This is an optimization exercise on Yosys and OpenROAD, whose aim is small area and a short achievable clock period, not a production implementation.
Only simulation tests tie the RTL to the original design; equivalence was not proved.

## flow/design.v (module list and top-level ports; edited modules follow where they fit)
// module weighted_mean: 9421 lines
module weighted_mean #(
    parameter N_INPUT = 4,
    parameter SIZE = 32
) (
    input clk, reset, enable, reset_s,
    input [N_INPUT*SIZE-1:0] in,
    input [N_INPUT*SIZE-1:0] weight,
    output [31:0] mean
);
  // ...
==> flow/run.sh <==
#!/bin/bash
# synth_recipe.tcl (not shown) runs the flow's synth.tcl, then flattens the netlist and writes it again
# the make line also repeats each setting of config.mk as NAME=value (left out here)
make -C /OpenROAD-flow-scripts/flow DESIGN_CONFIG=/design/flow/config.mk WORK_HOME=/design/flow/orfs CLKGATE_MAP_FILE= SYNTH_SCRIPT=/design/flow/synth_recipe.tcl finish
==> flow/config.mk <==
export PLATFORM = sky130hd
export DESIGN_NAME = weighted_mean
export DESIGN_NICKNAME = weighted_mean
export VERILOG_FILES = /design/flow/design.v
export SDC_FILE = /design/flow/constraint.sdc
export NUM_CORES = 4
export LEC_CHECK = 0
export CAP_MARGIN = 20
export CORE_MARGIN = 2
export CORE_UTILIZATION = 40
export SLEW_MARGIN = 20
==> flow/constraint.sdc <==
create_clock -name core_clock -period 92.0 [get_ports {clk}]
set_input_delay 18.4000 -clock core_clock [delete_from_list [all_inputs] [get_ports {clk}]]
set_output_delay 18.4000 -clock core_clock [all_outputs]
set_load 0.01 [all_outputs]
==> results.py, run 1 <==
metrics = {
    "critical_path": {
        "critical_path.max_stage_delay_ns": 0.76,
        "peak_fanout_along_the_critical_path": 24,
        "worstPathBufferInverterCount": 10,
        "cp-startpoint": "w_q[31]",
        "worst_path_most_repeated_cell": "sky130_fd_sc_hd__a21o_1",
    },
    "global_routing": {
        "gr-usage-met1": 0.414,
        "grt_remaining_overflow": 0,
    },
    "clock_tree": {
        "cts-hold-fix-buffers": 0,
        "setup_bufs_post_cts": 0,
    },
    "route": {
        "route.met2.wl_um": 187000,
        "dr.max_layer_used": "met5",
        "wl_per_cell_um": 32.1,
        "wl_met1_um": 149000,
        "post_drt_via_cell_ratio": 6.24,
    },
    "logic_synthesis": {
        "gate_count_of_the_mapped_netlist": 10600,
        "synth_simple_gate_area_frac": 0.104,
        "synthTopCellsByArea": "sky130_fd_sc_hd__fa_1 27%, sky130_fd_sc_hd__ha_1 13%, sky130_fd_sc_hd__xor2_1 9.5%",
        "syn_avg_cell_area_um2": 8.43,
        "ys_seq_area_frac": 0.0254,
        "synth_most_common_cell": "sky130_fd_sc_hd__inv_1",
        "synth.yosys.warnings": 1,
    },
    "floorplan": {
        "die_w_um": 476,
        "floorplan.die.height_um": 476,
    },
    "outcome": {
        "run_status": "complete, no violations",
    },
    "cells_and_area": {
        "layout.clock.cell_area_share": 0.00572,
        "final.fill_count": 22100,
        "multi_input_comb_area_mm2": 0.0799,
        "stdcell_count": 13600,
        "postLayoutCoreUtil": 0.436,
        "design_area_mm2": 0.0967,
        "seqAreaFraction": 0.0234,
        "max_flop_register": "mq3",
    },
    "min_path": {
        "worst_hold_path_type": "input pin to flip-flop",
    },
    "placement": {
        "placement.setup.worst_slack_ns": 37.79,
    },
    "timing": {
        "period_minus_slack_ns": 55.38,
    },
}
==> run 2: changes to the inputs <==
==> flow/flow/run.sh (new file) <==
#!/bin/bash
# Standard ORFS layout with two changes:
#  1. after the standard synthesis, inverters between full-adder cells are pushed
#     through the (self-dual) adders and mostly removed (flow/fapol.py);
#  2. repair_timing is asked to leave extra setup slack (SETUP_SLACK_MARGIN), so the
#     resizer keeps working on the paths that set the achieved period.
set -euo pipefail
R=orfs/results/sky130hd/weighted_mean/base
bash standard.sh synth > make_synth.log 2>&1
cp $R/1_2_yosys.v $R/1_2_yosys_std.v
python3 flow/fapol.py $R/1_2_yosys_std.v $R/1_2_yosys.v > fapol.log 2>&1 || cp $R/1_2_yosys_std.v $R/1_2_yosys.v
touch $R/1_2_yosys.v
bash standard.sh finish SETUP_SLACK_MARGIN=50 > make.log 2>&1
==> flow/flow/fapol.py (new file) <==
#!/usr/bin/env python3
"""Push inverters through full-adder cells in a Yosys gate netlist.

A full adder is self-dual: FA(~a,~b,~c) = (~sum, ~cout). Each fa cell may be
'flipped' (fed with inverted inputs, producing inverted outputs). This picks
flips that reduce the number of inverters, removes the inverters and inserts one
inverter per signal that some pin still needs inverted.
usage: fapol.py in.v out.v
"""
import re, sys, collections

src = open(sys.argv[1]).read()
m = re.search(r'\bmodule\b.*?\bendmodule\b', src, re.S)
body = m.group(0)
inst_re = re.compile(r'^(\s*)(sky130_fd_sc_hd__\w+)\s+(\S+)\s*\((.*?)\);\s*$', re.S | re.M)
pin_re = re.compile(r'\.(\w+)\(\s*([^()]*?)\s*\)')
OUTP = {'X', 'Y', 'Q', 'Q_N', 'SUM', 'COUT', 'HI', 'LO'}

cells = []
for mm in inst_re.finditer(body):
    typ, name, pins = mm.group(2), mm.group(3), mm.group(4)
    cells.append({'type': typ, 'name': name, 'pins': dict(pin_re.findall(pins)), 'span': mm.span()})

def is_inv(c):
    return re.match(r'sky130_fd_sc_hd__(inv|clkinv)_\d+$', c['type']) is not None
def is_fa(c):
    return re.match(r'sky130_fd_sc_hd__fa_\d+$', c['type']) is not None

inv_of = {}        # inverter output net -> input net
for c in cells:
    if is_inv(c):
        inv_of[c['pins']['Y']] = c['pins']['A']

def root(n):
    """strip inverter chain: returns (root net, parity)"""
    par = 0
    seen = 0
    while n in inv_of and seen < 100:
        n = inv_of[n]; par ^= 1; seen += 1
    return n, par

# consumers: every input pin of a non-inverter cell, plus output ports
ports_out = set()
for mm in re.finditer(r'^\s*output\s+(\[[^\]]*\]\s*)?([^;]+);', body, re.M):
    rng, names = mm.group(1), mm.group(2)
    for nm in names.split(','):
        nm = nm.strip()
        if rng:
            hi, lo = [int(x) for x in rng.strip()[1:-1].split(':')]
            for i in range(min(hi, lo), max(hi, lo) + 1):
                ports_out.add(f'{nm}[{i}]')
        else:
            ports_out.add(nm)
# assigns that read nets (e.g. assign out = net;)
assign_reads = []
for mm in re.finditer(r'^\s*assign\s+(.+?)\s*=\s*(.+?)\s*;', body, re.M):
    assign_reads.append((mm.group(1), mm.group(2)))

fas = [c for c in cells if is_fa(c)]
fa_idx = {c['name']: i for i, c in enumerate(fas)}
drv_fa = {}
for i, c in enumerate(fas):
    drv_fa[c['pins']['SUM']] = i
    drv_fa[c['pins']['COUT']] = i

# consumers per root: list of (cell name or None, parity needed)
uses = collections.defaultdict(list)   # root -> list of (fa index or -1, parity)
for c in cells:
    if is_inv(c):
        continue
    for p, n in c['pins'].items():
        if p in OUTP or n == '':
            continue
        r, par = root(n)
        uses[r].append((fa_idx.get(c['name'], -1) if is_fa(c) else -1, par))
# nets read by assigns or output ports keep their polarity; inverter outputs feeding
# ports/assigns: treat as consumers
for lhs, rhs in assign_reads:
    for tok in re.findall(r'[\\\w$\.\[\]]+', rhs):
        if tok in inv_of or tok in drv_fa:
            r, par = root(tok)
            uses[r].append((-1, par))
for n in ports_out:
    if n in inv_of or n in drv_fa:
        r, par = root(n)
        uses[r].append((-1, par))

flip = [0] * len(fas)
def src_flip(r):
    i = drv_fa.get(r)
    return flip[i] if i is not None else 0
def needs_inv(r):
    sf = src_flip(r)
    return any((par ^ (flip[ci] if ci >= 0 else 0) ^ sf) for ci, par in uses[r])
# roots touched by fa i
touch = collections.defaultdict(set)
for r, lst in uses.items():
    for ci, _ in lst:
        if ci >= 0:
            touch[ci].add(r)
for i, c in enumerate(fas):
    touch[i].add(c['pins']['SUM']); touch[i].add(c['pins']['COUT'])
def count(rs):
    return sum(1 for r in rs if needs_inv(r))
before = sum(1 for r in list(uses) if needs_inv(r))
for it in range(6):
    changed = 0
    for i in range(len(fas)):
        rs = touch[i]
        a = count(rs)
        flip[i] ^= 1
        b = count(rs)
        if b < a:
            changed += 1
        else:
            flip[i] ^= 1
    if not changed:
        break
after = sum(1 for r in list(uses) if needs_inv(r))
ninv = sum(1 for c in cells if is_inv(c))
print(f'inverters {ninv}; needed before {before}, after {after}; flipped {sum(flip)} of {len(fas)} fa', file=sys.stderr)

# rebuild: physical net for (root, parity): parity 0 -> root if source not flipped
# For a flipped fa, its outputs drive new nets root+'_n' (=~root). Signals:
#   phys(root, want) : net carrying root ^ want
newinv = []
cnt = [0]
phys_cache = {}
def fresh(base):
    cnt[0] += 1
    return f'_fapol{cnt[0]}_'
flip_out = {}
for i, c in enumerate(fas):
    if flip[i]:
        for p in ('SUM', 'COUT'):
            flip_out[c['pins'][p]] = fresh('o')
def phys(r, want):
    key = (r, want)
    if key in phys_cache:
        return phys_cache[key]
    sf = src_flip(r)
    if want == sf:
        net = flip_out[r] if sf else r
    else:
        # need an inverter from the available polarity
        srcn = flip_out[r] if sf else r
        if not sf:
            # root net carries the true value; produce its complement
            net = fresh('i')
        else:
            # flipped source carries ~r on flip_out; the true value goes on r itself
            net = r
        newinv.append((srcn, net))
    phys_cache[key] = net
    return net

out_cells = []
for c in cells:
    if is_inv(c):
        continue
    pins = dict(c['pins'])
    ci = fa_idx.get(c['name']) if is_fa(c) else None
    cf = flip[ci] if ci is not None else 0
    for p, n in list(pins.items()):
        if p in OUTP:
            if ci is not None and cf:
                pins[p] = flip_out[n]
            continue
        if n == '':
            continue
        r, par = root(n)
        pins[p] = phys(r, par ^ cf)
    out_cells.append((c['type'], c['name'], pins))
# ports / assigns: the original net name must carry its original value
fix = []
def keep_name(n):
    r, par = root(n)
    p = phys(r, par)
    if p != n:
        fix.append((n, p))
for n in ports_out:
    if n in inv_of or n in drv_fa:
        keep_name(n)
for lhs, rhs in assign_reads:
    for tok in re.findall(r'[\\\w$\.\[\]]+', rhs):
        if tok in inv_of or tok in drv_fa:
            keep_name(tok)
print(f'new inverters {len(newinv)}', file=sys.stderr)

# emit
def esc(n):
    return n + ' ' if n.startswith('\\') else n
lines = []
decl_new = set()
for a, b in newinv:
    for n in (a, b):
        if n.startswith('_fapol'):
            decl_new.add(n)
for n in flip_out.values():
    decl_new.add(n)
head_end = body.index(';') + 1   # end of module header
# keep all non-instance text (declarations, assigns) except instances
text = []
pos = 0
for mm in inst_re.finditer(body):
    text.append(body[pos:mm.start()])
    pos = mm.end()
text.append(body[pos:])
rest = ''.join(text)
rest = rest.rstrip()
assert rest.endswith('endmodule')
rest = rest[:-len('endmodule')]
o = [rest]
for n in sorted(decl_new):
    o.append(f'  wire {n};\n')
k = 0
for typ, name, pins in out_cells:
    o.append(f'  {typ} {name} (\n' + ',\n'.join(f'    .{p}({esc(n)})' for p, n in pins.items()) + '\n  );\n')
for a, b in newinv:
    k += 1
    o.append(f'  sky130_fd_sc_hd__inv_1 _fapolinv{k}_ (\n    .A({esc(a)}),\n    .Y({esc(b)})\n  );\n')
for n, p in fix:
    o.append(f'  assign {esc(n)} = {esc(p)};\n')
o.append('endmodule\n')
res = src[:m.start()] + ''.join(o) + src[m.end():]
open(sys.argv[2], 'w').write(res)
==> flow/standard.sh (new file) <==
#!/bin/bash
# synth_recipe.tcl (not shown) runs the flow's synth.tcl, then flattens the netlist and writes it again
# the make line also repeats each setting of config.mk as NAME=value (left out here)
make -C /OpenROAD-flow-scripts/flow DESIGN_CONFIG=/design/flow/config.mk WORK_HOME=/design/flow/orfs CLKGATE_MAP_FILE= SYNTH_SCRIPT=/design/flow/synth_recipe.tcl "${@:-finish}"
--- a/flow/config.mk
+++ b/flow/config.mk
@@ -7,5 +7,6 @@
 export LEC_CHECK = 0
 export CAP_MARGIN = 20
 export CORE_MARGIN = 2
-export CORE_UTILIZATION = 40
+export CORE_UTILIZATION = 70
+export PLACE_DENSITY = 0.8
 export SLEW_MARGIN = 20
removed: flow/run.sh
==> run 2 against run 1 <==
Net effect: the run now fails in global routing (5_1_grt); area after synthesis is 2.8% lower; synthesized cell count is 6.3% lower.
==> results.py, run 2 <==
metrics = {
    "logic_synthesis": {
        "gate_count_of_the_mapped_netlist": 9908,
        "post_synth_instance_area_mm2": 0.0866,
        "synthesis.nets": 12300,
        "syn_avg_cell_area_um2": 8.75,
        "synth.yosys.warnings": 1,
    },
    "placement": {
        "dp.final_hpwl_um": 307000,
        "routabilityCongestion": 1.14,
        "place.port_buffers": 289,
    },
    "floorplan": {
        "initial_core_util": 0.703,
        "std_cell_rows": 129,
        "io_pins": 292,
        "die_w_um": 356,
        "floorplan.die.height_um": 356,
    },
    "outcome": {
        "error_message": "[ERROR GRT-0116] Global routing finished with congestion. Check the congestion regions in the DRC Viewer.",
        "haltStage": "global routing (5_1_grt)",
        "run_status": "stopped before the end",
    },
    "clock_tree": {
        "max-clock-path-buffers": 2,
        "cts_buffers": 17,
        "cts-hold-fix-buffers": 0,
        "h-tree-depth": 4,
        "cts_root_buffer": "sky130_fd_sc_hd__clkbuf_16",
    },
    "global_routing": {
        "grt_start_max_net_pins": 92,
    },
}
-- run 2: repair_timing --
item,CTS
setup buffers,657
gates cloned,44
pin swaps,494
resized for setup,1641
endpoints found under the setup margin,26
-- run 2: worst max path at each step --
stage	slack (ns)	end	start
floorplan	49.86	r_q[24]	weight[11]
detailed placement	40.15	mean[0]	w_q[31]
global placement	40.92	mean[0]	w_q[31]
CTS	48.35	mean[0]	w_q[2]
-- run 2: per-stage QoR --
stage	setup WS (ns)	util	area, um^2	instances
after floorplan	49.86	-	89600	9908
after global placement	40.92	0.754	93000	11500
after detailed placement	40.15	0.754	93000	11500
after CTS	48.35	0.847	104000	12200
==> run 3: changes to the inputs <==
--- a/flow/config.mk
+++ b/flow/config.mk
@@ -5,6 +5,7 @@
 export SDC_FILE = /design/flow/constraint.sdc
 export NUM_CORES = 4
 export LEC_CHECK = 0
+export ABC_AREA = 1
 export CAP_MARGIN = 20
 export CORE_MARGIN = 2
 export CORE_UTILIZATION = 70
==> run 3 against run 2 <==
Net effect: area after synthesis is 2.8% lower; synthesized cell count up 9.4%; the flow again stops in global routing (5_1_grt).
==> results.py, run 3 <==
metrics = {
    "clock_tree": {
        "cts_root_buffer": "sky130_fd_sc_hd__clkbuf_16",
        "cts-hold-fix-buffers": 0,
        "max-clock-path-buffers": 2,
        "cts_buffers": 17,
        "h-tree-depth": 4,
    },
    "placement": {
        "dp.final_hpwl_um": 294000,
        "routabilityCongestion": 1.16,
        "place.port_buffers": 289,
        "placed_cells": 12400,
    },
    "floorplan": {
        "initial_core_util": 0.704,
        "io_pins": 292,
        "std_cell_rows": 127,
        "floorplan.die.height_um": 351,
        "die_w_um": 351,
    },
    "logic_synthesis": {
        "synth.yosys.warnings": 1,
        "post_synth_instance_area_mm2": 0.0842,
        "syn_avg_cell_area_um2": 7.77,
        "synthesis.nets": 13200,
        "gate_count_of_the_mapped_netlist": 10800,
    },
    "outcome": {
        "run_status": "stopped before the end",
        "error_message": "[ERROR GRT-0116] Global routing finished with congestion. Check the congestion regions in the DRC Viewer.",
        "haltStage": "global routing (5_1_grt)",
    },
    "global_routing": {
        "grt_start_max_net_pins": 72,
    },
}
run 3: how the worst max path moves through the flow:
stage               startpoint       to  slack [ns]  depth (start not counted)
floorplan               w_q[2]  mean[0]       50.01                        252
global placement        w_q[2]  mean[1]       38.81                        235
detailed placement      w_q[2]  mean[1]       37.51                        235
CTS                    r_q[14]  mean[0]       47.04                        230
run 3: per-stage QoR:
step / cell area [um^2] / worst slack, ns
2_1_floorplan: 84300 / 50.01
3_3_place_gp: 88600 / 38.81
4_1_cts: 102000 / 47.04
3_5_place_dp: 88600 / 37.51
run 3: what timing repair did:
item,CTS
pin swaps,321
cloned,54
setup endpoints to repair,28
resized for setup,1178
setup buffers,1053
endpoints found under the hold margin,0
==> run 4: changes to the inputs <==
--- a/flow/flow/run.sh
+++ b/flow/flow/run.sh
@@ -10,4 +10,4 @@
 cp $R/1_2_yosys.v $R/1_2_yosys_std.v
 python3 flow/fapol.py $R/1_2_yosys_std.v $R/1_2_yosys.v > fapol.log 2>&1 || cp $R/1_2_yosys_std.v $R/1_2_yosys.v
 touch $R/1_2_yosys.v
-bash standard.sh finish SETUP_SLACK_MARGIN=50 > make.log 2>&1
+bash standard.sh finish SETUP_SLACK_MARGIN=46 > make.log 2>&1
--- a/flow/config.mk
+++ b/flow/config.mk
@@ -8,6 +8,6 @@
 export ABC_AREA = 1
 export CAP_MARGIN = 20
 export CORE_MARGIN = 2
-export CORE_UTILIZATION = 70
-export PLACE_DENSITY = 0.8
+export CORE_UTILIZATION = 50
+export PLACE_DENSITY = 0.62
 export SLEW_MARGIN = 20
==> run 4 against run 3 <==
Net effect: the run now finishes clean; synthesized cell count is the same; area after synthesis unchanged.
==> results.py, run 4 <==
metrics = {
    "outcome": {
        "run_status": "complete, no violations",
    },
    "cells_and_area": {
        "final_nets": 13700,
        "flip_flop_count_of_the_largest_register_all_copies_and_words_added": 34,
        "mostFrequentLayoutCell": "sky130_fd_sc_hd__inv_1",
        "layout-drive-gt1-share": 0.149,
        "design_area_mm2": 0.0975,
        "syn_to_layout_area_delta_pct": 15.8,
        "final_cell_mix": "1,436 x sky130_fd_sc_hd__inv_1, 1,382 x sky130_fd_sc_hd__nand2_1, 1,194 x sky130_fd_sc_hd__xor2_1, 1,171 x sky130_fd_sc_hd__fa_1, 1,064 x sky130_fd_sc_hd__o22ai_1",
        "max_flop_register": "mq3",
        "reg.largest.list": "mq3 x34, r_q x32, w_q x31",
    },
    "run": {
        "max_cap_violations": 0,
    },
    "route": {
        "routed-via-count": 86000,
        "post_drt_via_cell_ratio": 6.35,
        "drt_iter0_drcs": 10100,
        "detail_route.first_pass.iterations": 7,
        "ant_nets": 0,
        "routed_wirelength_um": 418000,
        "wl_per_cell_um": 30.9,
        "detail_route.drc_violations": 0,
    },
    "floorplan": {
        "floorplan.die.height_um": 414,
        "initial_core_util": 0.504,
        "std_cell_rows": 150,
        "core_area_mm2": 0.167,
        "floorplan.die_area_mm2": 0.172,
        "die_w_um": 414,
        "io_pins": 292,
    },
    "timing": {
        "maxSlewHeadroom": 0.158,
        "maxClockFrequency_ghz": 0.0221,
        "period_minus_slack_ns": 45.27,
        "timing.final.max_slew_violations": 0,
        "setup_ws_ns": 46.73,
        "final.setup.tns_ns": 0,
        "tightest_slew_ns": 1.25,
        "timing.hold.ws_ns": 18.57,
        "hold_violations": 0,
        "grt_setup_unrepaired": "true",
        "fin_crit_sh": 0.492,
        "finalSetupViolCount": 0,
    },
    "critical_path": {
        "arrival_ns": 26.87,
        "critical_path.max_stage_delay_ns": 0.41,
        "required_time_of_the_critical_path_ns": 73.60,
        "timing.critical_path.to_type": "primary output",
        "start_kind": "flip-flop",
        "peak_fanout_along_the_critical_path": 9,
        "cp_slowest_cell": "sky130_fd_sc_hd__fa_2",
        "path_class": "flip-flop to primary output",
        "worst_path_most_repeated_cell": "sky130_fd_sc_hd__nand2_2",
        "worstPathBufferInverterCount": 26,
        "critical-path-top-delay-family": "simple AND/OR/NAND/NOR gates",
    },
    "global_routing": {
        "grt_pass1_vias": 83400,
        "grt.total_usage": 0.475,
        "grt_remaining_overflow": 0,
        "antenna_found_initial": 21,
        "grt_start_max_net_pins": 74,
        "grt_pass1_wl_um": 592000,
    },
    "clock_tree": {
        "number_of_sinks_on_the_clock_net": 113,
        "cts_buffers": 17,
        "max-clock-path-buffers": 2,
        "clkTransAtPathRegs_ns": 0.06,
        "cts-hold-fix-buffers": 0,
        "tritoncts_clock_tree": "done",
        "cts_root_buffer": "sky130_fd_sc_hd__clkbuf_16",
        "h-tree-depth": 4,
    },
    "min_path": {
        "cell_count_of_the_worst_hold_path": 2,
        "worst_hold_path_type": "input pin to flip-flop",
        "min_to": "w_q[9]",
        "startpoint_of_the_most_critical_hold_path": "reset",
    },
    "placement": {
        "post_dp_cell_area_mm2": 0.0896,
        "place.port_buffers": 289,
        "placement.setup.worst_slack_ns": 36.95,
        "dp.final_hpwl_um": 320000,
        "routabilityCongestion": 1.08,
    },
    "logic_synthesis": {
        "syn_avg_cell_area_um2": 7.77,
        "synthesis.nets": 13200,
        "post_synth_instance_area_mm2": 0.0842,
        "gate_count_of_the_mapped_netlist": 10800,
        "synth.yosys.warnings": 1,
    },
}
run 4: repair_timing:
action	in CTS	in global routing
gates cloned	10	3
endpoints found under the setup margin	24	22
resized for setup	407	646
pin swaps	107	347
buffers inserted	164	228
endpoints found under the hold margin	0	0
run 4: layout make-up:
class                           count  area (um^2)
Multi-Input combinational cell   8737        77800
Fill cell                       15400        69700
Timing Repair Buffer              888         7920
Inverter                         1536         6030
Tap cell                         2204         2760
Sequential cell                   113         2280
Clock buffer                       18          439
Clock inverter                     14          180
Timing Repair inverter              7         47.5
Antenna cell                       12         30.0
run 4: how the worst max path moves through the flow:
stage	from	end	slack (ns)	depth (start not counted)
floorplan	w_q[1]	mean[0]	48.89	248
detailed placement	w_q[1]	mean[0]	36.95	255
global route	r_q[14]	mean[0]	45.05	244
global placement	w_q[1]	mean[0]	37.67	255
CTS	w_q[1]	mean[0]	45.98	257
finish	r_q[14]	mean[0]	46.73	236
run 4: layer usage:
layer  wire length (um)  track usage  share of wire  vias to the layer above
met2             179000        0.712           0.43                     5730
met5                 94      0.00306        0.00022                        -
met1             138000        0.521           0.33                    41500
li1                   -            -              -                    36800
met4              55400        0.480           0.13                       14
met3              45900        0.152           0.11                     1953
run 4: stage by stage:
stage / util / instances
after CTS: 0.558 / 13300
after detailed placement: 0.536 / 13100
after global routing: 0.583 / 13500
final: 0.583 / 13500
after global placement: 0.536 / 13100
after floorplan: - / 10800
==> run 5: changes to the inputs <==
--- a/flow/flow/run.sh
+++ b/flow/flow/run.sh
@@ -1,10 +1,13 @@
 #!/bin/bash
-# Standard ORFS layout with two changes:
+# Standard ORFS layout with three changes:
 #  1. after the standard synthesis, inverters between full-adder cells are pushed
 #     through the (self-dual) adders and mostly removed (flow/fapol.py);
 #  2. repair_timing is asked to leave extra setup slack (SETUP_SLACK_MARGIN), so the
-#     resizer keeps working on the paths that set the achieved period.
+#     resizer keeps working on the paths that set the achieved period;
+#  3. the input and output ports are buffered with buf_2 cells instead of the
+#     default delay buffer.
 set -euo pipefail
+export BUFFER_PORTS_ARGS="-buffer_cell sky130_fd_sc_hd__buf_2"
 R=orfs/results/sky130hd/weighted_mean/base
 bash standard.sh synth > make_synth.log 2>&1
 cp $R/1_2_yosys.v $R/1_2_yosys_std.v
==> run 5 against run 4 <==
Net effect: core utilization decreased by 0.65 points; still clean on timing, DRC and antenna; die area unchanged; critical path depth increased by 12; cell area decreased by 1.1%; sequential cell count unchanged; worst setup slack got worse by 0.0033 ns; area after synthesis unchanged; maximum frequency about the same; sequential share of layout area about the same.
==> results.py, run 5 <==
metrics = {
    "outcome": {
        "run_status": "complete, no violations",
    },
    "critical_path": {
        "critical_path.max_stage_delay_ns": 0.39,
        "critical-path-top-delay-family": "simple AND/OR/NAND/NOR gates",
        "worstPathBufferInverterCount": 22,
        "start_kind": "flip-flop",
        "timing.critical_path.to_type": "primary output",
        "arrival_ns": 26.87,
        "cp_slowest_cell": "sky130_fd_sc_hd__fa_2",
        "worst_path_most_repeated_cell": "sky130_fd_sc_hd__nand2_2",
        "peak_fanout_along_the_critical_path": 6,
        "required_time_of_the_critical_path_ns": 73.60,
        "path_class": "flip-flop to primary output",
    },
    "timing": {
        "maxClockFrequency_ghz": 0.0221,
        "setup_ws_ns": 46.73,
        "final.setup.tns_ns": 0,
        "period_minus_slack_ns": 45.27,
        "finalSetupViolCount": 0,
        "tightest_slew_ns": 1.20,
        "hold_violations": 0,
        "timing.final.max_slew_violations": 0,
        "fin_crit_sh": 0.492,
        "maxSlewHeadroom": 0.201,
        "grt_setup_unrepaired": "true",
    },
    "cells_and_area": {
        "layout-drive-gt1-share": 0.177,
        "flip_flop_count_of_the_largest_register_all_copies_and_words_added": 34,
        "syn_to_layout_area_delta_pct": 14.5,
        "reg.largest.list": "mq3 x34, r_q x32, w_q x31",
        "mostFrequentLayoutCell": "sky130_fd_sc_hd__inv_1",
        "max_flop_register": "mq3",
        "final_nets": 13700,
        "final_cell_mix": "1,443 x sky130_fd_sc_hd__inv_1, 1,346 x sky130_fd_sc_hd__nand2_1, 1,188 x sky130_fd_sc_hd__xor2_1, 1,182 x sky130_fd_sc_hd__fa_1, 1,062 x sky130_fd_sc_hd__o22ai_1",
        "postLayoutCoreUtil": 0.577,
    },
    "clock_tree": {
        "h-tree-depth": 4,
        "number_of_sinks_on_the_clock_net": 113,
        "max-clock-path-buffers": 2,
        "cts_root_buffer": "sky130_fd_sc_hd__clkbuf_16",
        "clkTransAtPathRegs_ns": 0.06,
        "tritoncts_clock_tree": "done",
        "cts_buffers": 17,
    },
    "floorplan": {
        "initial_core_util": 0.504,
        "core_area_mm2": 0.167,
        "die_w_um": 414,
        "std_cell_rows": 150,
        "floorplan.die_area_mm2": 0.172,
        "io_pins": 292,
        "floorplan.die.height_um": 414,
    },
    "logic_synthesis": {
        "gate_count_of_the_mapped_netlist": 10800,
        "post_synth_instance_area_mm2": 0.0842,
        "synth.yosys.warnings": 1,
        "syn_avg_cell_area_um2": 7.77,
        "synthesis.nets": 13200,
    },
    "route": {
        "drt_iter0_drcs": 9737,
        "wl_per_cell_um": 30.7,
        "routed-via-count": 85500,
        "detail_route.first_pass.iterations": 7,
        "post_drt_via_cell_ratio": 6.31,
        "routed_wirelength_um": 415000,
        "ant_nets": 0,
        "detail_route.drc_violations": 0,
    },
    "global_routing": {
        "grt.total_usage": 0.473,
        "antenna_found_initial": 30,
        "grt_start_max_net_pins": 64,
        "grt_pass1_vias": 83000,
        "grt_remaining_overflow": 0,
        "grt_pass1_wl_um": 588000,
    },
    "placement": {
        "routabilityCongestion": 1.10,
        "placement.setup.worst_slack_ns": 37.36,
        "place.port_buffers": 289,
        "dp.final_hpwl_um": 318000,
    },
    "run": {
        "max_cap_violations": 0,
    },
    "min_path": {
        "worst_hold_path_type": "input pin to flip-flop",
    },
}
## run 5: timing repair
item	4_1_cts	5_1_grt
pin swaps	90	375
gates resized for setup	359	710
endpoints found under the hold margin	0	0
setup endpoints to repair	24	22
setup buffers	162	231
gates cloned	8	3
hold buffers	0	0
## run 5: final cells by class
cell class / instances / area (um^2)
well taps: 2204 / 2760
inverters: 1536 / 6000
multi-input cells: 8737 / 78000
clock buffers: 19 / 453
repair buffers: 901 / 6630
flip-flops and latches: 113 / 2280
repair inverters: 4 / 22.5
diodes: 24 / 60.1
fillers: 15500 / 70800
clock inverters: 13 / 195
## run 5: path summary, 6_finish.rpt
| path | start | to | slack [ns] | cells after the start |
|---|---|---|---|---|
| worst max-delay path | r_q[14] | mean[1] | 46.73 | 248 |
| worst min-delay path | reset | w_q[10] | 18.60 | 2 |
## run 5: stage by stage
stage / cell area, um^2 / hold WS [ns] / cells
6_report: 96400 / 18.60 / 13600
3_5_place_dp: 88200 / 18.87 / 13100
2_1_floorplan: 84200 / 18.76 / 10800
5_1_grt: 96400 / 18.60 / 13500
4_1_cts: 91700 / 18.55 / 13300
3_3_place_gp: 88200 / 18.86 / 13100
## run 5: metal layers
metal	vias to the layer above	global-route usage	wire, um
met2	5532	0.698	177000
met3	1875	0.158	45500
met5	-	0.00556	139
met4	16	0.481	53900
li1	36800	-	-
met1	41200	0.522	139000
==> run 6: changes to the inputs <==
--- a/flow/flow/run.sh
+++ b/flow/flow/run.sh
@@ -13,4 +13,4 @@
 cp $R/1_2_yosys.v $R/1_2_yosys_std.v
 python3 flow/fapol.py $R/1_2_yosys_std.v $R/1_2_yosys.v > fapol.log 2>&1 || cp $R/1_2_yosys_std.v $R/1_2_yosys.v
 touch $R/1_2_yosys.v
-bash standard.sh finish SETUP_SLACK_MARGIN=46 > make.log 2>&1
+bash standard.sh finish SETUP_SLACK_MARGIN=44 > make.log 2>&1
==> run 6 against run 5 <==
Net effect: still clean; cell area down 3.3%; via count decreased by 1.7%; die area stayed put; non-clock buffer count down 158; count of clock-buffer cells in the layout stayed put; highest routed layer unchanged.
==> results.py, run 6 <==
metrics = {
    "route": {
        "drt_iter0_drcs": 9507,
        "ant_nets": 0,
        "routed_wirelength_um": 409000,
        "routed-via-count": 84000,
        "detail_route.first_pass.iterations": 9,
        "post_drt_via_cell_ratio": 6.28,
        "wl_per_cell_um": 30.5,
        "detail_route.drc_violations": 0,
    },
    "global_routing": {
        "grtUsageMet2": 0.690,
        "gr-usage-met1": 0.517,
        "grt_most_used_layer": "met2",
        "antenna_found_initial": 26,
        "grt_start_max_net_pins": 64,
        "grt_pass1_vias": 81800,
        "grtUsageMet3": 0.153,
        "grt_pass1_wl_um": 581000,
        "grt_remaining_overflow": 0,
        "grt.total_usage": 0.467,
    },
    "timing": {
        "grt_setup_unrepaired": "true",
        "period_minus_slack_ns": 46.33,
        "maxSlewHeadroom": 0.0703,
        "maxClockFrequency_ghz": 0.0216,
        "finalSetupViolCount": 0,
        "fin_crit_sh": 0.504,
        "final.setup.tns_ns": 0,
        "timing.hold.ws_ns": 18.58,
        "timing.final.max_slew_violations": 0,
        "hold_violations": 0,
        "tightest_slew_ns": 1.38,
    },
    "critical_path": {
        "cp_slowest_cell": "sky130_fd_sc_hd__o211ai_1",
        "worst_path_most_repeated_cell": "sky130_fd_sc_hd__nand2_1",
        "peak_fanout_along_the_critical_path": 21,
        "cp-startpoint": "w_q[30]",
        "worstPathBufferInverterCount": 28,
        "start_kind": "flip-flop",
        "capturing_instance_or_port_of_the_critical_path": "mean[0]",
        "critical-path-top-delay-family": "simple AND/OR/NAND/NOR gates",
        "worst-path-stages": 244,
        "critical_path.max_stage_delay_ns": 0.38,
        "timing.critical_path.to_type": "primary output",
        "required_time_of_the_critical_path_ns": 73.60,
        "arrival_ns": 27.93,
        "path_class": "flip-flop to primary output",
    },
    "floorplan": {
        "die_w_um": 414,
        "floorplan.die.height_um": 414,
        "floorplan.die_area_mm2": 0.172,
        "io_pins": 292,
        "core_area_mm2": 0.167,
        "std_cell_rows": 150,
        "initial_core_util": 0.504,
    },
    "clock_tree": {
        "tritoncts_clock_tree": "done",
        "h-tree-depth": 4,
        "max-clock-path-buffers": 2,
        "clkTransAtPathRegs_ns": 0.06,
        "cts_buffers": 17,
        "cts_root_buffer": "sky130_fd_sc_hd__clkbuf_16",
        "number_of_sinks_on_the_clock_net": 113,
    },
    "cells_and_area": {
        "final_cell_mix": "1,573 x sky130_fd_sc_hd__nand2_1, 1,471 x sky130_fd_sc_hd__inv_1, 1,191 x sky130_fd_sc_hd__xor2_1, 1,183 x sky130_fd_sc_hd__fa_1, 1,066 x sky130_fd_sc_hd__o22ai_1",
        "max_flop_register": "mq3",
        "syn_to_layout_area_delta_pct": 10.8,
        "layout-drive-gt1-share": 0.133,
        "stdcell_count": 13400,
        "reg.largest.list": "mq3 x34, r_q x32, w_q x31",
        "flip_flop_count_of_the_largest_register_all_copies_and_words_added": 34,
        "final_nets": 13500,
        "mostFrequentLayoutCell": "sky130_fd_sc_hd__nand2_1",
    },
    "logic_synthesis": {
        "post_synth_instance_area_mm2": 0.0842,
        "syn_avg_cell_area_um2": 7.77,
        "synth.yosys.warnings": 1,
        "synthesis.nets": 13200,
        "gate_count_of_the_mapped_netlist": 10800,
    },
    "min_path": {
        "worst_hold_path_type": "input pin to flip-flop",
    },
    "placement": {
        "place.port_buffers": 289,
        "placed_cells": 13100,
        "dp.final_hpwl_um": 318000,
        "routabilityCongestion": 1.10,
    },
    "outcome": {
        "run_status": "complete, no violations",
    },
    "run": {
        "max_cap_violations": 0,
    },
}
[run 6: layout make-up]
cell class | count | area (um^2)
Clock inverter | 13 | 195
Tap cell | 2204 | 2760
Timing Repair Buffer | 743 | 5210
Fill cell | 15900 | 74000
Clock buffer | 19 | 453
Timing Repair inverter | 3 | 15.0
Inverter | 1536 | 5950
Sequential cell | 113 | 2280
Antenna cell | 17 | 42.5
Multi-Input combinational cell | 8737 | 76400
[run 6: metrics by stage]
step | setup slack [ns] | utilization | cell area (um^2)
3_5_place_dp | 37.36 | 0.528 | 88200
3_3_place_gp | 38.02 | 0.528 | 88200
2_1_floorplan | 48.89 | - | 84200
5_1_grt | 43.54 | 0.558 | 93200
4_1_cts | 43.90 | 0.538 | 89900
6_report | 45.67 | 0.558 | 93300
[run 6: layer usage]
layer / wire [um] / part of all wire
met1: 138000 / 0.34
met2: 173000 / 0.42
met3: 44600 / 0.11
met4: 52700 / 0.13
met5: 140 / 0.00034
[run 6: worst min-delay path by stage]
stage               startpoint       end  slack (ns)  depth (start not counted)
finish                   reset   w_q[10]       18.58                          2
global route             reset    mq3[9]       18.58                          2
CTS                      reset   mq3[14]       18.55                          2
detailed placement    qh_q[25]  mean[25]       18.87                          3
global placement      qh_q[27]  mean[27]       18.86                          3
floorplan             qh_q[16]  mean[16]       18.76                          2
[run 6: repair_timing]
action	in CTS	in global routing
resized for setup	143	431
hold buffers	0	0
setup endpoints to repair	22	22
setup buffers	64	173
pin swaps	18	144
gates cloned	3	5
==> run 7: changes to the inputs <==
--- a/flow/flow/run.sh
+++ b/flow/flow/run.sh
@@ -13,4 +13,4 @@
 cp $R/1_2_yosys.v $R/1_2_yosys_std.v
 python3 flow/fapol.py $R/1_2_yosys_std.v $R/1_2_yosys.v > fapol.log 2>&1 || cp $R/1_2_yosys_std.v $R/1_2_yosys.v
 touch $R/1_2_yosys.v
-bash standard.sh finish SETUP_SLACK_MARGIN=44 > make.log 2>&1
+bash standard.sh finish SETUP_SLACK_MARGIN=42 > make.log 2>&1
==> run 7 against run 6 <==
Net effect: maximum frequency shrank 3.0%; sequential share of layout area is 0.053 points higher; global-route usage about the same; count of clock-buffer cells in the layout is the same; first-iteration DRC count decreased by 6.4%; routed wire length is 0.49% lower; critical path depth unchanged; sequential cell count unchanged; worst setup slack worse by 1.4 ns; highest routed layer unchanged; core utilization down 1.1 points.
==> results.py, run 7 <==
metrics = {
    "outcome": {
        "run_status": "complete, no violations",
    },
    "global_routing": {
        "antenna_found_initial": 34,
        "grt.total_usage": 0.467,
        "grt_start_max_net_pins": 64,
        "grt_pass1_wl_um": 580000,
        "grt_pass1_vias": 81500,
        "grt_remaining_overflow": 0,
    },
    "timing": {
        "hold_violations": 0,
        "timing.final.max_slew_violations": 0,
        "period_minus_slack_ns": 47.77,
        "fin_crit_sh": 0.519,
        "setup_ws_ns": 44.23,
        "maxSlewHeadroom": 0.197,
        "tightest_slew_ns": 1.20,
        "maxClockFrequency_ghz": 0.0209,
        "finalSetupViolCount": 0,
        "final.setup.tns_ns": 0,
        "grt_setup_unrepaired": "false",
    },
    "clock_tree": {
        "h-tree-depth": 4,
        "cts_root_buffer": "sky130_fd_sc_hd__clkbuf_16",
        "tritoncts_clock_tree": "done",
        "cts_buffers": 17,
        "number_of_sinks_on_the_clock_net": 113,
        "max-clock-path-buffers": 2,
        "cts-hold-fix-buffers": 0,
        "clkTransAtPathRegs_ns": 0.06,
    },
    "placement": {
        "placement.setup.worst_slack_ns": 37.36,
        "dp.final_hpwl_um": 318000,
        "routabilityCongestion": 1.10,
        "place.port_buffers": 289,
        "placed_cells": 13100,
    },
    "logic_synthesis": {
        "gate_count_of_the_mapped_netlist": 10800,
        "synthesis.nets": 13200,
        "syn_avg_cell_area_um2": 7.77,
        "synth.yosys.warnings": 1,
        "post_synth_instance_area_mm2": 0.0842,
    },
    "floorplan": {
        "initial_core_util": 0.504,
        "std_cell_rows": 150,
        "die_w_um": 414,
        "io_pins": 292,
        "floorplan.die_area_mm2": 0.172,
        "floorplan.die.height_um": 414,
        "core_area_mm2": 0.167,
    },
    "critical_path": {
        "cp_slowest_cell": "sky130_fd_sc_hd__dfxtp_4",
        "path_class": "flip-flop to primary output",
        "arrival_ns": 29.37,
        "worstPathBufferInverterCount": 33,
        "critical-path-top-delay-family": "simple AND/OR/NAND/NOR gates",
        "critical_path.max_stage_delay_ns": 0.40,
        "worst_path_most_repeated_cell": "sky130_fd_sc_hd__nand2_1",
        "required_time_of_the_critical_path_ns": 73.60,
        "start_kind": "flip-flop",
        "peak_fanout_along_the_critical_path": 21,
        "timing.critical_path.to_type": "primary output",
    },
    "cells_and_area": {
        "final_cell_mix": "1,687 x sky130_fd_sc_hd__nand2_1, 1,499 x sky130_fd_sc_hd__inv_1, 1,193 x sky130_fd_sc_hd__xor2_1, 1,190 x sky130_fd_sc_hd__fa_1, 1,066 x sky130_fd_sc_hd__o22ai_1",
        "stdcell_count": 13300,
        "flip_flop_count_of_the_largest_register_all_copies_and_words_added": 34,
        "reg.largest.list": "mq3 x34, r_q x32, w_q x31",
        "layout-drive-gt1-share": 0.104,
        "syn_to_layout_area_delta_pct": 8.50,
        "final_nets": 13400,
        "mostFrequentLayoutCell": "sky130_fd_sc_hd__nand2_1",
        "max_flop_register": "mq3",
        "final.fill_count": 16000,
    },
    "run": {
        "max_cap_violations": 0,
    },
    "route": {
        "routed-via-count": 83400,
        "wl_per_cell_um": 30.6,
        "drt_iter0_drcs": 8899,
        "ant_nets": 0,
        "detail_route.first_pass.iterations": 8,
        "post_drt_via_cell_ratio": 6.28,
        "detail_route.drc_violations": 0,
        "routed_wirelength_um": 407000,
    },
    "min_path": {
        "cell_count_of_the_worst_hold_path": 2,
        "min_to": "w_q[10]",
        "startpoint_of_the_most_critical_hold_path": "reset",
        "worst_hold_path_type": "input pin to flip-flop",
    },
}
[run 7: worst max-delay path by stage]
stage | depth (start not counted) | startpoint | to
floorplan | 248 | w_q[1] | mean[0]
finish | 244 | w_q[29] | mean[0]
global placement | 254 | w_q[1] | mean[1]
CTS | 254 | w_q[2] | mean[0]
detailed placement | 258 | w_q[1] | mean[0]
global route | 259 | w_q[31] | mean[0]
[run 7: what timing repair did]
item                                   CTS  global route
pin swaps                                5            58
setup buffers                           31            98
gates resized for setup                 72           212
cloned                                   3             3
setup endpoints to repair                4            22
endpoints found under the hold margin    0             0
[run 7: area by class of cell]
type                    instances  area, um^2  area share
diodes                         25        62.6    0.000685
flip-flops and latches        113        2280      0.0250
clock inverters                13         195     0.00214
inverters                    1536        5880      0.0644
repair buffers                635        4270      0.0467
repair inverters                3        15.0    0.000164
well taps                    2204        2760      0.0302
clock buffers                  19         453     0.00496
multi-input cells            8736       75400       0.826
[run 7: layer usage]
layer,share of wire,track usage,wire length [um]
met3,0.11,0.158,44700
met1,0.34,0.516,138000
met5,0.00031,0,128
met4,0.13,0.473,53000
met2,0.42,0.689,171000
[run 7: metrics by stage]
stage	area [um^2]	hold WS, ns	utilization
6_report	91400	18.57	0.546
5_1_grt	91300	18.58	0.546
4_1_cts	89400	18.55	0.535
3_5_place_dp	88200	18.87	0.528
3_3_place_gp	88200	18.86	0.528
2_1_floorplan	84200	18.76	-
==> run 8: changes to the inputs <==
--- a/flow/flow/run.sh
+++ b/flow/flow/run.sh
@@ -13,4 +13,4 @@
 cp $R/1_2_yosys.v $R/1_2_yosys_std.v
 python3 flow/fapol.py $R/1_2_yosys_std.v $R/1_2_yosys.v > fapol.log 2>&1 || cp $R/1_2_yosys_std.v $R/1_2_yosys.v
 touch $R/1_2_yosys.v
-bash standard.sh finish SETUP_SLACK_MARGIN=42 > make.log 2>&1
+bash standard.sh finish SETUP_SLACK_MARGIN=40 > make.log 2>&1
==> run 8 against run 7 <==
Net effect: first-iteration DRC count grew 8.9%; sequential cell count is the same; routed wire length shrank 0.61%; largest cell class unchanged; critical path depth is 109 lower; area after synthesis did not move; still clean; die area unchanged.
==> results.py, run 8 <==
metrics = {
    "timing": {
        "fin_crit_sh": 0.542,
        "final.setup.tns_ns": 0,
        "timing.final.max_slew_violations": 0,
        "tightest_slew_ns": 1.32,
        "period_minus_slack_ns": 49.82,
        "finalSetupViolCount": 0,
        "maxSlewHeadroom": 0.111,
        "maxClockFrequency_ghz": 0.0201,
        "grt_setup_unrepaired": "false",
        "hold_violations": 0,
    },
    "floorplan": {
        "floorplan.die.height_um": 414,
        "die_w_um": 414,
        "core_area_mm2": 0.167,
        "initial_core_util": 0.504,
        "std_cell_rows": 150,
        "io_pins": 292,
        "floorplan.die_area_mm2": 0.172,
    },
    "route": {
        "ant_nets": 0,
        "drt_iter0_drcs": 9691,
        "wl_per_cell_um": 30.6,
        "detail_route.first_pass.iterations": 10,
        "routed_wirelength_um": 404000,
        "routed-via-count": 83000,
        "post_drt_via_cell_ratio": 6.28,
        "detail_route.drc_violations": 0,
    },
    "critical_path": {
        "timing.critical_path.to_type": "flip-flop",
        "start_kind": "input pin",
        "required_time_of_the_critical_path_ns": 92.37,
        "cp_slowest_cell": "sky130_fd_sc_hd__xnor2_1",
        "path_class": "input pin to flip-flop",
        "peak_fanout_along_the_critical_path": 18,
        "worst_path_most_repeated_cell": "sky130_fd_sc_hd__nand2_1",
        "arrival_ns": 50.20,
        "critical_path.max_stage_delay_ns": 1.04,
    },
    "min_path": {
        "cell_count_of_the_worst_hold_path": 2,
        "min_to": "w_q[10]",
        "worst_hold_path_type": "input pin to flip-flop",
        "startpoint_of_the_most_critical_hold_path": "reset",
    },
    "cells_and_area": {
        "final_nets": 13400,
        "final_cell_mix": "1,711 x sky130_fd_sc_hd__nand2_1, 1,514 x sky130_fd_sc_hd__inv_1, 1,196 x sky130_fd_sc_hd__xor2_1, 1,191 x sky130_fd_sc_hd__fa_1, 1,067 x sky130_fd_sc_hd__o22ai_1",
        "syn_to_layout_area_delta_pct": 7.08,
        "mostFrequentLayoutCell": "sky130_fd_sc_hd__nand2_1",
        "layout-drive-gt1-share": 0.0895,
        "max_flop_register": "mq3",
        "reg.largest.list": "mq3 x34, r_q x32, w_q x31",
        "postLayoutCoreUtil": 0.539,
        "final.fill_count": 16100,
        "flip_flop_count_of_the_largest_register_all_copies_and_words_added": 34,
        "design_area_mm2": 0.0902,
    },
    "global_routing": {
        "grt_pass1_wl_um": 579000,
        "grt.total_usage": 0.466,
        "grt_remaining_overflow": 0,
        "antenna_found_initial": 34,
        "grt_start_max_net_pins": 64,
        "grt_pass1_vias": 81500,
    },
    "outcome": {
        "run_status": "complete, no violations",
    },
    "clock_tree": {
        "clkTransAtPathRegs_ns": 0.06,
        "tritoncts_clock_tree": "done",
        "h-tree-depth": 4,
        "number_of_sinks_on_the_clock_net": 113,
        "max-clock-path-buffers": 2,
        "cts_buffers": 17,
        "cts_root_buffer": "sky130_fd_sc_hd__clkbuf_16",
        "cts-hold-fix-buffers": 0,
    },
    "logic_synthesis": {
        "synthesis.nets": 13200,
        "synth.yosys.warnings": 1,
        "syn_avg_cell_area_um2": 7.77,
        "gate_count_of_the_mapped_netlist": 10800,
        "post_synth_instance_area_mm2": 0.0842,
    },
    "placement": {
        "post_dp_cell_area_mm2": 0.0882,
        "dp.final_hpwl_um": 318000,
        "routabilityCongestion": 1.10,
        "place.port_buffers": 289,
    },
    "run": {
        "max_cap_violations": 0,
    },
}
## run 8: cell count changes in the layout (fill, tap and decap cells not counted), sizes merged
cell      previous run  this run
buf                632       575
inv               1511      1520
clkinvlp            36        28
diode               25        20
clkbuf              22        19
nand2             1773      1772
## run 8: metal layers
metal,GRT usage,routed length [um],share of wire
met3,0.148,43400,0.11
met2,0.689,170000,0.42
met1,0.518,138000,0.34
met4,0.473,52900,0.13
met5,0.00111,160,0.00040
## run 8: critical path: cells and delay by family
kind	cells	cell delay, ns
AOI/OAI and AO/OA	40	9.71
xor gates and xnor gates	7	2.35
adders and majority gates	16	7.24
buffers and inverters	13	3.51
and+or+nand+nor	59	8.89
## run 8: layout make-up
cell class              count  area [um^2]  area share
repair inverters            4         20.0    0.000222
inverters                1536         5840      0.0648
repair buffers            575         3690      0.0409
well taps                2204         2760      0.0306
diodes                     20         50.0    0.000555
clock inverters            13          195     0.00216
multi-input cells        8735        74900       0.830
clock buffers              19          453     0.00502
flip-flops and latches    113         2280      0.0253
## run 8: worst max path at each step
| stage | cells after the start | slack [ns] | end | from |
|---|---|---|---|---|
| 3_5_place_dp | 258 | 37.36 | mean[0] | w_q[1] |
| 3_3_place_gp | 254 | 38.02 | mean[1] | w_q[1] |
| 4_1_cts | 247 | 40.02 | mean[0] | mq3[0] |
| 2_1_floorplan | 248 | 48.89 | mean[0] | w_q[1] |
| 5_1_grt | 254 | 39.83 | mean[0] | w_q[4] |
| 6_report | 135 | 42.18 | r_q[21] | weight[13] |
## run 8: timing repair
item / CTS / global route
gates cloned: 2 / 2
resized for setup: 36 / 92
buffers inserted: 18 / 52
endpoints found under the setup margin: 3 / 4
pin swaps: 1 / 14
## run 8: stage by stage
stage               cells  setup slack, ns  hold WS, ns
floorplan           10800            48.89        18.76
global placement    13100            38.02        18.86
detailed placement  13100            37.36        18.87
CTS                 13100            40.02        18.55
global route        13200            39.83        18.57
finish              13200            42.18        18.57

[static timing again, ports no longer ideal]
How much do the figures lean on ideal ports? The routed layouts below were timed once more, with nothing changed but the port constraints. Step 1 assumes that a clkbuf_16 drives the clock port and a buf_2 every other input. Step 2 moves the port delays by t, midway between the first and last clock arrival at a register: inputs arrive t later, outputs are due t later. That takes back most of the time a late clock gives input paths. Three values: ideal ports, drivers, drivers and shift; two values: the first two.
run	t (ns)	slack for setup (ns)	worst slew at a driven data input, ns	cell pins on the clock port's net
run 1	0.494	36.619 / 36.562 / 37.057	0.20	1
run 4	0.538	46.729 / 46.660 / 46.619	0.13	1
run 5	0.542	46.726 / 46.663 / 47.129	0.27	1
run 6	0.544	45.672 / 45.598 / 45.401	0.25	1
run 7	0.548	44.229 / 44.159 / 43.866	0.27	1
run 8	0.544	42.175 / 42.225 / 41.681	0.25	1
After both steps every run listed still meets setup and hold. The setup slack of run 8, which loses most, moves by +0.050 ns with the drivers and by -0.494 ns with both steps.
